This design comes from an exercise in tuning for small area and a short achievable clock period on the open sky130 flow, not from production work.
Only simulation tests tie the RTL to the original design; equivalence was not proved.

red:
==> flow/design.v (excerpt) <==
module top (input logic clk, rst,
            input logic enable, din,
            input logic signed [10:0] x,
            output logic signed [11:0] q,
            output logic spike);
logic [13:0] x7;
logic [16:0] x33;
logic s1_0_s;
logic s1_0_c;
logic s1_1_s;
logic s1_1_c;
logic s1_2_s;
logic s1_2_c;
logic s1_3_s;
logic s1_3_c;
logic s1_4_s;
logic s1_4_c;
logic s1_5_s;
logic s1_5_c;
logic s1_6_s;
logic s1_6_c;
logic s1_7_s;
logic s1_7_c;
logic s1_8_s;
logic s1_8_c;
logic s1_9_s;
logic s1_9_c;
logic s1_10_s;
logic s1_10_c;
logic s1_11_s;
logic s1_11_c;
logic s1_12_s;
logic s1_12_c;
logic s1_13_s;
logic s1_13_c;
logic s1_14_s;
logic s1_14_c;
logic s1_15_s;
logic s1_15_c;
logic s1_16_s;
logic s1_16_c;
logic s1_17_s;
logic s1_17_c;
logic s1_18_s;
logic s1_18_c;
logic s1_19_s;
logic s1_19_c;
logic s1_20_s;
logic s1_20_c;
logic s1_21_s;
logic s1_21_c;
logic s1_22_s;
logic s1_22_c;
logic s1_23_s;
logic s1_23_c;
logic s1_24_s;
logic s1_24_c;
logic s1_25_s;
logic s1_25_c;
logic s1_26_s;
logic s1_26_c;
logic s1_27_s;
logic s1_27_c;
logic s1_28_s;
logic s1_28_c;
logic s1_29_s;
logic s1_29_c;
logic s1_30_s;
logic s1_30_c;
logic s1_31_s;
logic s1_31_c;
logic s1_32_s;
logic s1_32_c;
logic s1_33_s;
logic s1_33_c;
logic s1_34_s;
logic s1_34_c;
logic s1_35_s;
logic s1_35_c;
logic s1_36_s;
logic s1_36_c;
logic s1_37_s;
logic s1_37_c;
logic s1_38_s;
logic s1_38_c;
logic s1_39_s;
logic s1_39_c;
logic s1_40_s;
logic s1_40_c;
logic s1_41_s;
logic s1_41_c;
logic s1_42_s;
logic s1_42_c;
logic s1_43_s;
logic s1_43_c;
logic s1_44_s;
logic s1_44_c;
logic s1_45_s;
logic s1_45_c;
logic s1_46_s;
logic s1_46_c;
logic s1_47_s;
logic s1_47_c;
logic s1_48_s;
logic s1_48_c;
logic s1_49_s;
logic s1_49_c;
logic s1_50_s;
logic s1_50_c;
logic s1_51_s;
logic s1_51_c;
logic s1_52_s;
logic s1_52_c;
logic s1_53_s;
logic s1_53_c;
  ...
Size: roughly 28 I/O pins, ~30000 um^2 of cells after synthesis.
clock: 12.0 ns
lec_check: 0
abc_area: 1
cap_margin: 20
core_margin: 2
core_utilization: 40
setup_slack_margin: 5
slew_margin: 60
synth_hierarchical: 1
synth_minimum_keep_size: 0
standard.sh (not shown) runs the stock make flow with config.mk's settings and CLKGATE_MAP_FILE= SYNTH_SCRIPT=/design/flow/synth_recipe.tcl, a recipe that flattens the netlist after the stock synthesis.
==> flow/flow/run.sh <==
#!/bin/bash
# Standard ORFS layout (the standard.sh), with timing repair aimed at a
# setup slack of 8.6 ns at the design's 12 ns clock, so that the resizer keeps
# improving paths that already meet 12 ns.  Logs: standard.log and orfs/logs.
set -euo pipefail
bash standard.sh SETUP_SLACK_MARGIN=8.6 BUFFER_PORTS_ARGS="-buffer_cell sky130_fd_sc_hd__buf_2" finish > standard.log 2>&1
red reached the final stage; the timing, DRC and antenna checks on its layout passed.
Edits applied to the flow inputs when going from red to blue:
Settings: ABC_AREA removed (was 1).
==> flow/flow/run.sh <==
#!/bin/bash
# Standard ORFS layout (the standard.sh), with timing repair aimed at a
# setup slack of 8.0 ns at the design's 12 ns clock, so that the resizer keeps
# improving paths that already meet 12 ns.  Logs: standard.log and orfs/logs.
set -euo pipefail
bash standard.sh SETUP_SLACK_MARGIN=8.0 BUFFER_PORTS_ARGS="-buffer_cell sky130_fd_sc_hd__buf_2" finish > standard.log 2>&1
## What came out
- The run with more setup slack is red; blue has less.
- Summary of blue over red: post-cts gate resize count now smaller, sequential share of layout area now larger, first-pass GRT wire length now smaller.
For green, these inputs were changed with respect to blue:
Settings: setting ABC_AREA to 1 for the first time; changing CORE_UTILIZATION from 40 to 55; setting CTS_CLUSTER_DIAMETER to 60 for the first time; setting CTS_CLUSTER_SIZE to 30 for the first time; setting PLACE_DENSITY to 0.65 for the first time.
==> run notes <==
Taking blue as the reference, in green cell area after layout shows a reduction of about 3%, met1 track utilization from global routing shows an increase of 12 points, number of distinct library cell variants in the gate-level netlist after synthesis shows a reduction of 22, worst hold margin shows a reduction of 0.032 ns. Sort blue and green by total stage count of the critical path asc -> top: green. First-iteration DRC count: higher on green. Compared with blue, green shows sum of routed wire length over all layers that has gone up by a little under 10%. Where post-route minimum period is concerned, blue is outperformed by green. Status | blue and green | clean. Diff blue -> green: cell count went up; post-CTS clock slew at the launch and capture registers of the worst setup and hold paths went up.
[inputs] orange vs green
Settings: PLACE_DENSITY removed (was 0.65); CTS_CLUSTER_DIAMETER removed (was 60); CORE_UTILIZATION changed from 55 to 40; CTS_CLUSTER_SIZE removed (was 30).
[summary]
orange completed every stage of the flow, and the final layout passed the timing, DRC and antenna checks.
From green to orange the numbers moved as follows: final cell count now larger, area inside the core boundary now larger.
orange vs. green: x dimension of the die now larger; number of well taps now larger.

========
run 1:
Another version of the RTL of top (not shown whole).
Size in the first run: roughly 2800 cells after synthesis, ~400 flip-flops, roughly 28 I/O pins, roughly 29000 um^2 of cells after synthesis.
export LEC_CHECK = 0
export CAP_MARGIN = 20
export CORE_MARGIN = 2
export CORE_UTILIZATION = 40
export SETUP_SLACK_MARGIN = 5
export SLEW_MARGIN = 60
export SYNTH_HIERARCHICAL = 1
export SYNTH_MINIMUM_KEEP_SIZE = 0
create_clock -name core_clock -period 12.0 [get_ports {clk}]
==> flow/flow/run.sh <==
#!/bin/bash
# Standard ORFS layout (the standard.sh), with timing repair aimed at a
# setup slack of 8.6 ns at the design's 12 ns clock, so that the resizer keeps
# improving paths that already meet 12 ns.  Logs: standard.log and orfs/logs.
set -euo pipefail
bash standard.sh SETUP_SLACK_MARGIN=8.6 finish > standard.log 2>&1
diff inputs: run 1 => run 2
- changing SLEW_MARGIN from 60 to 40
- setting PLACE_DENSITY to 0.6 for the first time
- changing CORE_UTILIZATION from 40 to 50
==> flow/run.sh (new file) <==
#!/bin/bash
# synth_recipe.tcl (not shown) runs the flow's synth.tcl, then flattens the netlist and writes it again
# the make line also repeats each setting of config.mk as NAME=value (left out here)
make -C /OpenROAD-flow-scripts/flow DESIGN_CONFIG=/design/flow/config.mk WORK_HOME=/design/flow/orfs CLKGATE_MAP_FILE= SYNTH_SCRIPT=/design/flow/synth_recipe.tcl finish
removed: flow/flow/run.sh
removed: flow/standard.sh
[summary]
Share of the synthesized area in compound gates (AO/OA/AOI/OAI): run 1 vs run 2 identical. From run 1 to run 2 the numbers moved as follows: met1 wire length now sits lower; delay of the slowest cell on the worst path now sits higher; number of vias in the routed layout now sits lower. Between run 1 and run 2, the flow reports wire length decreasing by more than 10%. [run 2] final worst-path cycle share rose 3.6 points relative to run 1. Comparing run 2 and run 1, area of the core is higher on run 1. Final area: run 2 vs run 1 down 4800 um^2. Endpoint required time on the critical path delta for run 2 relative to run 1: 0.03 ns lower.
[inputs] run 3 vs run 2
- a deleted PLACE_DENSITY that had been 0.6
- a change of CORE_UTILIZATION from 50 to 40
- a change of SLEW_MARGIN from 40 to 60
==> flow/flow/run.sh (new file) <==
#!/bin/bash
# Standard ORFS layout (the standard.sh), with timing repair aimed at a
# setup slack of 8.0 ns at the design's 12 ns clock, so that the resizer keeps
# improving paths that already meet 12 ns.  Logs: standard.log and orfs/logs.
set -euo pipefail
bash standard.sh SETUP_SLACK_MARGIN=8.0 BUFFER_PORTS_ARGS="-buffer_cell sky130_fd_sc_hd__buf_2" finish > standard.log 2>&1
==> flow/standard.sh (new file) <==
#!/bin/bash
# synth_recipe.tcl (not shown) runs the flow's synth.tcl, then flattens the netlist and writes it again
# the make line also repeats each setting of config.mk as NAME=value (left out here)
make -C /OpenROAD-flow-scripts/flow DESIGN_CONFIG=/design/flow/config.mk WORK_HOME=/design/flow/orfs CLKGATE_MAP_FILE= SYNTH_SCRIPT=/design/flow/synth_recipe.tcl "${@:-finish}"
removed: flow/run.sh
--- outcome ---
Run 3 has non-clock buffer count in the final layout above what run 2 had. For the count of placed standard cells in the final layout, fillers left out, run 3 came in 6.4% higher than run 2 did. Global-route usage (higher): run 2. Run 2 → run 3: final-layout clock buffer total decreased by 3 relative to the old numbers; die area increased by 15000 um^2 relative to the old numbers; adder-cell area share of the yosys netlist closely matched the old numbers. Summary of run 3 over run 2: utilization of the core after routing moved down. The run showing the greater number of antenna cells inserted is run 2. Relative to run 2, wire length has increased by about 1.8% in run 3.
The following lists how run 4 was set up differently from run 3:
==> flow/flow/run.sh <==
#!/bin/bash
# Standard ORFS layout (the standard.sh), with timing repair aimed at a
# setup slack of 8.0 ns at the design's 12 ns clock, so that the resizer keeps
# improving paths that already meet 12 ns.  Logs: standard.log and orfs/logs.
set -euo pipefail
bash standard.sh SETUP_SLACK_MARGIN=8.0 finish > standard.log 2>&1
Findings:
- Run 3 -> run 4: global-route usage flat
- Summary — final worst clock skew, run 4 relative to run 3: higher, by 0.0089 ns.
- Summary of run 4 over run 3: sequential share of layout area lower; setup slack lower.
- On estimated wirelength of the detail-placed design, run 4 and run 3 are neck and neck.
- Diff run 4..run 3 | maximum net fanout on the critical path | negligible
- [compare] base=run 3 new=run 4: wire length of the first global-routing pass held, finished layout cell area went up 0.79%.
Input changes introduced in run 5 (baseline for comparison: run 4):
==> flow/run.sh (new file) <==
#!/bin/bash
# synth_recipe.tcl (not shown) runs the flow's synth.tcl, then flattens the netlist and writes it again
# the make line also repeats each setting of config.mk as NAME=value (left out here)
make -C /OpenROAD-flow-scripts/flow DESIGN_CONFIG=/design/flow/config.mk WORK_HOME=/design/flow/orfs CLKGATE_MAP_FILE= SYNTH_SCRIPT=/design/flow/synth_recipe.tcl finish
removed: flow/flow/run.sh
removed: flow/standard.sh
## What came out
- Run 5: PASS, flow complete, no timing, DRC or antenna violations
- Changes observed in run 5 relative to run 4: overall global routing resource usage shows no meaningful change; finished layout cell area went down about 3%; number of non-filler instances in the completed layout moved down.
- Sequential share of cell area, run 4 and run 5, lower one = run 4.
- For run 5, the end point of the critical path was w33[15]$_SDFF_PP0_, unlike run 4, where it was p[10]$_SDFF_PP0_.
- Compared with run 4, in run 5 final critical-path required period went up by 0.45 ns, area growth from synthesis to layout went down by 3.5 points.
- Run 4 reports its class of the most critical setup path as flip-flop to flip-flop while run 5 reports primary input to flip-flop.
- A critical path's slowest cell of sky130_fd_sc_hd__clkdlybuf4s50_1 is what run 5 shows, while sky130_fd_sc_hd__fa_1 belongs to run 4.
Input changes introduced in run 6 (baseline for comparison: run 5):
==> flow/flow/run.sh (new file) <==
#!/bin/bash
# Standard ORFS layout (the standard.sh), with timing repair aimed at a
# setup slack of 8.0 ns at the design's 12 ns clock, so that the resizer keeps
# improving paths that already meet 12 ns.  Logs: standard.log and orfs/logs.
set -euo pipefail
bash standard.sh SETUP_SLACK_MARGIN=8.0 TNS_END_PERCENT=0 BUFFER_PORTS_ARGS="-buffer_cell sky130_fd_sc_hd__buf_2" finish > standard.log 2>&1
==> flow/standard.sh (new file) <==
#!/bin/bash
# synth_recipe.tcl (not shown) runs the flow's synth.tcl, then flattens the netlist and writes it again
# the make line also repeats each setting of config.mk as NAME=value (left out here)
make -C /OpenROAD-flow-scripts/flow DESIGN_CONFIG=/design/flow/config.mk WORK_HOME=/design/flow/orfs CLKGATE_MAP_FILE= SYNTH_SCRIPT=/design/flow/synth_recipe.tcl "${@:-finish}"
removed: flow/run.sh
Findings:
~same core utilization in run 6 and run 5. Looking at total number of cells along the worst setup path, run 6 sits above run 5.

-- port drivers added, routing unchanged --
The flow's constraints put no driver on any port. The routed layouts listed below were extracted and timed again, unchanged, in two steps. Step 1, drivers: a clkbuf_16 drives clk and a buf_2 each remaining input, both assumed. Step 2 times the ports against the registers' clock, not the clock port: input delays grow and output delays shrink by t, the midpoint of the rising clock arrivals with the driver on. Three values: ideal, step 1, step 2; two values: the first two.
| run | shift t [ns] | slack for setup (ns) | worst hold slack (ns) | latest minus earliest clock arrival (ns) | worst slew at a driven data input, ns |
|---|---|---|---|---|---|
| red | 0.648 | 8.366 / 8.366 / 7.816 | 0.400 / 0.400 / 0.400 | 0.036 / 0.036 | 0.06 |
| blue | 0.641 | 8.012 / 8.012 / 7.559 | 0.433 / 0.433 / 0.433 | 0.017 / 0.017 | 0.05 |
| green | 0.629 | 8.158 / 8.158 / 7.630 | 0.401 / 0.401 / 0.401 | 0.027 / 0.027 | 0.05 |
| orange | 0.648 | 8.165 / 8.165 / 7.606 | 0.399 / 0.399 / 0.399 | 0.031 / 0.032 | 0.05 |
| run 1 | 0.645 | 7.894 / 7.894 / 7.606 | 0.438 / 0.438 / 0.438 | 0.030 / 0.030 | 0.08 |
| run 2 | 0.645 | 7.466 / 7.466 / 6.887 | 0.436 / 0.436 / 0.436 | 0.022 / 0.022 | 0.05 |
| run 3 | 0.647 | 7.928 / 7.928 / 7.570 | 0.438 / 0.438 / 0.438 | 0.025 / 0.025 | 0.07 |
| run 4 | 0.649 | 7.915 / 7.915 / 7.453 | 0.432 / 0.432 / 0.432 | 0.031 / 0.031 | 0.06 |
| run 5 | 0.647 | 7.467 / 7.496 / 6.849 | 0.427 / 0.427 / 0.427 | 0.022 / 0.022 | 0.05 |
| run 6 | 0.639 | 7.786 / 7.786 / 7.477 | 0.437 / 0.437 / 0.437 | 0.037 / 0.037 | 0.07 |
After both steps setup and hold are still met in every run listed. For run 5, which loses most, drivers alone change the setup slack by +0.029 ns; drivers and shift together by -0.618 ns.
